This is an optimization exercise on Yosys and OpenROAD, whose aim is small area, not a production implementation.
Only simulation tests tie the RTL to the original design; equivalence was not proved.
Power and IR drop assume default switching activity.

run 1:
Design AudDSP, start of the top module:
module AudDSP (
    input i_rst_n,
    input i_clk,
    input i_start,
    input i_pause,
    input [2:0] i_speed,
    input i_is_slow,
    input i_slow_mode,
    input i_daclrck,
    input signed [15:0] i_sram_data,
    input [19:0] i_sram_stop_addr,
    output signed [15:0] o_dac_data,
    output o_en,
    output o_is_pause,
    output [19:0] o_sram_addr
);
Size in the first run: ~820 cells after synthesis, roughly 7000 sq um of cells after synthesis.
clock: 100.0 ns
lec_check: 0
cap_margin: 10
core_margin: 2
core_utilization: 40
cts_buf_list: sky130_fd_sc_hd__clkbuf_8
gpl_timing_driven: 0
slew_margin: 10
standard.sh (not shown) runs the stock make flow with config.mk's settings and CLKGATE_MAP_FILE= SYNTH_SCRIPT=/design/flow/synth_recipe.tcl, a recipe that flattens the netlist after the stock synthesis.
==> flow/flow/run.sh <==
#!/bin/bash
# Layout flow: the standard layout, on a netlist whose combinational logic
# is mapped by ABC for area. The flip-flops are those of the standard
# synthesis, with the same names and cell types; when a re-mapped netlist does
# not keep them, the standard synthesis netlist is used.
set -uo pipefail
W=$(pwd)
F=$W/flow
R=orfs/results/$FLOW_PLATFORM/AudDSP/base

# 1. the standard synthesis (reference for the flip-flops)
bash standard.sh synth > $W/log_synth_standard.txt 2>&1 || exit 1
cp $R/1_2_yosys.v $W/netlist_standard.v
cp orfs/reports/$FLOW_PLATFORM/AudDSP/base/synth_stat.txt $W/stat_standard.txt
best=$W/netlist_standard.v
best_area=$(sed -n 's/.*Chip area for module.*: *//p' $W/stat_standard.txt | head -1)
echo "standard: $best_area" > $W/log_choice.txt

# 2. the same synthesis script with an area-oriented ABC script in place of
#    the final ABC call and ripple-carry adders in place of Kogge-Stone ones;
#    "noabc" variants also skip the quick ABC pass of synth's fine step.
#    The variants run two at a time.
sed 's|log_cmd abc {\*}\$abc_args|log_cmd abc -script $::env(MY_ABC_SCRIPT) {*}[lrange $abc_args 2 end]|' \
  $FLOW_HOME/scripts/synth.tcl > $W/synth_area.tcl
sed "s|source \$::env(SCRIPTS_DIR)/synth.tcl|source $W/synth_area.tcl|" $W/synth_recipe.tcl > $W/synth_recipe_area.tcl
variants="fast_b8 noabc_b8 noabc_a5 noabc_d2 noabc_c3"
run_variant() {
  local v=$1
  local extra=("SYNTH_OPERATIONS_ARGS=-extra-map $F/ripple_lcu.v")
  [[ $v == noabc_* ]] && extra+=(SYNTH_ARGS=-noabc)
  MY_ABC_SCRIPT=$F/area_${v#*_}.script make -C $FLOW_HOME DESIGN_CONFIG=$W/config.mk WORK_HOME=$W/synth_$v \
    CLKGATE_MAP_FILE= SYNTH_SCRIPT=$W/synth_recipe_area.tcl "${extra[@]}" synth > $W/log_synth_$v.txt 2>&1
}
n=0
for v in $variants; do
  run_variant $v &
  n=$((n + 1))
  if (( n % 2 == 0 )); then wait; fi
done
wait
for v in $variants; do
  cr=$W/synth_$v/results/$FLOW_PLATFORM/AudDSP/base
  st=$W/synth_$v/reports/$FLOW_PLATFORM/AudDSP/base/synth_stat.txt
  [[ -f $cr/1_2_yosys.v && -f $st ]] || { echo "$v: failed" >> $W/log_choice.txt; continue; }
  area=$(sed -n 's/.*Chip area for module.*: *//p' $st | head -1)
  if python3 $F/match.py $W/netlist_standard.v $cr/1_2_yosys.v $W/netlist_$v.v > $W/log_match_$v.txt 2>&1; then
    echo "$v: $area" >> $W/log_choice.txt
    if python3 -c "import sys; sys.exit(0 if float('$area') < float('$best_area') else 1)"; then
      best=$W/netlist_$v.v; best_area=$area
    fi
  else
    echo "$v: $area (flip-flops differ, not used)" >> $W/log_choice.txt
  fi
done
echo "chosen: $best ($best_area)" >> $W/log_choice.txt

# 3. the standard layout of the chosen netlist; ports buffered with buf_1,
#    and no dummy loads on the clock tree
rm -rf orfs
bash standard.sh SYNTH_NETLIST_FILES=$best "BUFFER_PORTS_ARGS=-buffer_cell sky130_fd_sc_hd__buf_1" \
  "CTS_ARGS=-sink_clustering_enable -repair_clock_nets -buf_list sky130_fd_sc_hd__clkbuf_8 -dont_use_dummy_load" finish \
  > $W/log_layout.txt 2>&1 && [[ -s out/final.def ]] && exit 0

# 4. if that layout failed, the standard layout as it is
echo "layout of the chosen netlist failed; standard layout" >> $W/log_choice.txt
rm -rf orfs out/final.def
bash standard.sh finish > $W/log_layout_standard.txt 2>&1
==> flow/flow/area_a5.script <==
strash
dch
amap
topo
dnsize
==> flow/flow/area_b8.script <==
strash
dc2
dc2
dch -f
amap
topo
dnsize
==> flow/flow/area_c3.script <==
strash
dc2
dch -f
amap
strash
dc2
dch -f
amap
topo
dnsize
==> flow/flow/area_d2.script <==
strash
dc2
dc2
dc2
dch -f
amap
topo
dnsize
Other scripts of this flow, unchanged in this note and not shown: flow/flow/match.py, flow/flow/ripple_lcu.v
> inputs changed (run 1 -> run 2)
- GPL_TIMING_DRIVEN removed (was 0)
==> flow/flow/run.sh <==
#!/bin/bash
# Layout flow: the standard layout, on a netlist whose combinational logic
# is mapped by ABC for area. The flip-flops are those of the standard
# synthesis, with the same names and cell types; when a re-mapped netlist does
# not keep them, the standard synthesis netlist is used.
set -uo pipefail
W=$(pwd)
F=$W/flow
R=orfs/results/$FLOW_PLATFORM/AudDSP/base

# 1. the standard synthesis (reference for the flip-flops)
bash standard.sh synth > $W/log_synth_standard.txt 2>&1 || exit 1
cp $R/1_2_yosys.v $W/netlist_standard.v
cp orfs/reports/$FLOW_PLATFORM/AudDSP/base/synth_stat.txt $W/stat_standard.txt
best=$W/netlist_standard.v
best_area=$(sed -n 's/.*Chip area for module.*: *//p' $W/stat_standard.txt | head -1)
echo "standard: $best_area" > $W/log_choice.txt

# 2. the same synthesis script with an area-oriented ABC script in place of
#    the final ABC call and ripple-carry adders in place of Kogge-Stone ones;
#    variants "noabc*" also skip the quick ABC pass of synth's fine step
sed 's|log_cmd abc {\*}\$abc_args|log_cmd abc -script $::env(MY_ABC_SCRIPT) {*}[lrange $abc_args 2 end]|' \
  $FLOW_HOME/scripts/synth.tcl > $W/synth_area.tcl
sed "s|source \$::env(SCRIPTS_DIR)/synth.tcl|source $W/synth_area.tcl|" $W/synth_recipe.tcl > $W/synth_recipe_area.tcl
for v in fast noabc noabc2; do
  extra=("SYNTH_OPERATIONS_ARGS=-extra-map $F/ripple_lcu.v")
  [[ $v == noabc* ]] && extra+=(SYNTH_ARGS=-noabc)
  script=$F/area.script
  [[ $v == noabc2 ]] && script=$F/area2.script
  MY_ABC_SCRIPT=$script make -C $FLOW_HOME DESIGN_CONFIG=$W/config.mk WORK_HOME=$W/synth_$v \
    CLKGATE_MAP_FILE= SYNTH_SCRIPT=$W/synth_recipe_area.tcl "${extra[@]}" synth > $W/log_synth_$v.txt 2>&1 || continue
  cr=$W/synth_$v/results/$FLOW_PLATFORM/AudDSP/base
  area=$(sed -n 's/.*Chip area for module.*: *//p' $W/synth_$v/reports/$FLOW_PLATFORM/AudDSP/base/synth_stat.txt | head -1)
  if python3 $F/match.py $W/netlist_standard.v $cr/1_2_yosys.v $W/netlist_$v.v > $W/log_match_$v.txt 2>&1; then
    echo "$v: $area" >> $W/log_choice.txt
    if python3 -c "import sys; sys.exit(0 if float('$area') < float('$best_area') else 1)"; then
      best=$W/netlist_$v.v; best_area=$area
    fi
  else
    echo "$v: $area (flip-flops differ, not used)" >> $W/log_choice.txt
  fi
done
echo "chosen: $best ($best_area)" >> $W/log_choice.txt

# 3. the standard layout of the chosen netlist; ports buffered with buf_1,
#    and no dummy loads on the clock tree
rm -rf orfs
bash standard.sh SYNTH_NETLIST_FILES=$best "BUFFER_PORTS_ARGS=-buffer_cell sky130_fd_sc_hd__buf_1" \
  "CTS_ARGS=-sink_clustering_enable -repair_clock_nets -buf_list sky130_fd_sc_hd__clkbuf_8 -dont_use_dummy_load -sink_clustering_size 30 -sink_clustering_max_diameter 150" finish \
  > $W/log_layout.txt 2>&1
==> flow/flow/area.script (new file) <==
strash
dc2
dc2
dch -f
amap
topo
dnsize
==> flow/flow/area2.script (new file) <==
strash
dch
amap
topo
dnsize
removed: flow/flow/area_a5.script
removed: flow/flow/area_b8.script
removed: flow/flow/area_c3.script
removed: flow/flow/area_d2.script
Findings:
- Run 1 completed every stage of the flow, and the final layout passed the timing, DRC and antenna checks.
- Run 2 has completed all stages; timing, DRC and antenna checks passed.
- Cmp run 2 and run 1 / overall power of the completed layout / lower: run 1
- On register-to-register slack, run 2 does worse than run 1.
- Summary of run 2 over run 1: fraction of power consumed by combinational cells +3.2 points; final instance area +about 0.9%.
- Against run 1, post-synthesis instance total in run 2 rose slightly.
- Setup slack was higher in the run labelled run 1.
- Going from run 1 to run 2, global-route usage did not really move, actual transition at the worst max-transition pin went up, routing usage on met3 went up.
### run 2 -> run 3
- swapping 40 for 70 in CORE_UTILIZATION
diff --git a/flow/flow/run.sh b/flow/flow/run.sh
--- a/flow/flow/run.sh
+++ b/flow/flow/run.sh
@@ -48,3 +48,3 @@
 bash standard.sh SYNTH_NETLIST_FILES=$best "BUFFER_PORTS_ARGS=-buffer_cell sky130_fd_sc_hd__buf_1" \
-  "CTS_ARGS=-sink_clustering_enable -repair_clock_nets -buf_list sky130_fd_sc_hd__clkbuf_8 -dont_use_dummy_load -sink_clustering_size 30 -sink_clustering_max_diameter 150" finish \
+  "CTS_ARGS=-sink_clustering_enable -repair_clock_nets -buf_list sky130_fd_sc_hd__clkbuf_8 -dont_use_dummy_load" finish \
   > $W/log_layout.txt 2>&1
Findings:
In run 3, the hold slack came out 0.0031 ns above the value in run 2.
Run 3 ends up with a cell count that is 92 lower than in run 2.
The sum of met2 wire segment lengths after detailed routing in run 3 sits about 17% above the value recorded for run 2.
Re time the worst path needs with I/O delays and setup: run 3 and run 2 aren't equal, and the higher value belongs to run 3.
The setup slack of run 3 is smaller than that of run 2.
met5 as the top layer used by detailed routing was reported by run 2, and met4 by run 3.
Relative to run 2, detailed-route vias per instance increased by 20% in run 3.
On starting DRC count in detailed routing, run 3 does worse than run 2.
Overall power consumption, run 3 vs run 2: up slightly
#### Input delta (run 4 over run 3)
- swapping 70 for 40 in CORE_UTILIZATION
Notes after the runs:
Wire length of the first global-routing pass (run 4 over run 3): decrease, about 5.5%
The higher post-detailed-placement cell area came out of run 4.
Depth of the worst register-to-register path sits lower in run 4 than in run 3.
Going from run 3 to run 4, share of the final layout cell area in multi-input gates shrinks by 0.86 points.
Result: PASS for each of run 4 and run 3
Cmp run 4 vs run 3: global-route met3 utilization lower in run 4
Summary — met3 wirelength from detailed routing, run 4 relative to run 3: lower, by 36%.
Comparing the two runs side by side, run 4 comes out ahead of run 3 on via count.
Status: share of final-layout standard cells stronger than drive strength 1 parity (run 3, run 4)
Part of the cycle the worst path needs down 0.68 points in run 4 wrt run 3
Run 3 -> run 4: maximum operating frequency increased slightly

## port drivers added, routing unchanged
In the flow no input, the clock included, has a driving cell. The finished layouts below were timed again as built, in two steps.
Step 1 assumes that a clkbuf_16 drives the clock port and a buf_2 every other input.
Step 2, shift: input delay + t, output delay - t, t = (earliest + latest rising clock arrival at the registers) / 2. This alone moves slack from input paths to output paths.
Slacks: ideal ports / drivers / drivers and shift; pairs: ideal ports / drivers.
run | t, ns | slack for setup (ns) | hold slack, ns | worst setup path after step 2 | pins driven straight from the clock port
run 1 | 0.405 | 59.353 / 59.353 / 59.353 | 0.489 / 0.489 / 0.489 | register to register | 1
run 2 | 0.403 | 59.316 / 59.316 / 59.316 | 0.501 / 0.501 / 0.501 | register to register | 1
run 3 | 0.383 | 58.632 / 58.632 / 58.632 | 0.504 / 0.504 / 0.504 | register to register | 1
run 4 | 0.403 | 59.316 / 59.316 / 59.316 | 0.501 / 0.501 / 0.501 | register to register | 1
After both steps setup and hold are still met in every run listed.
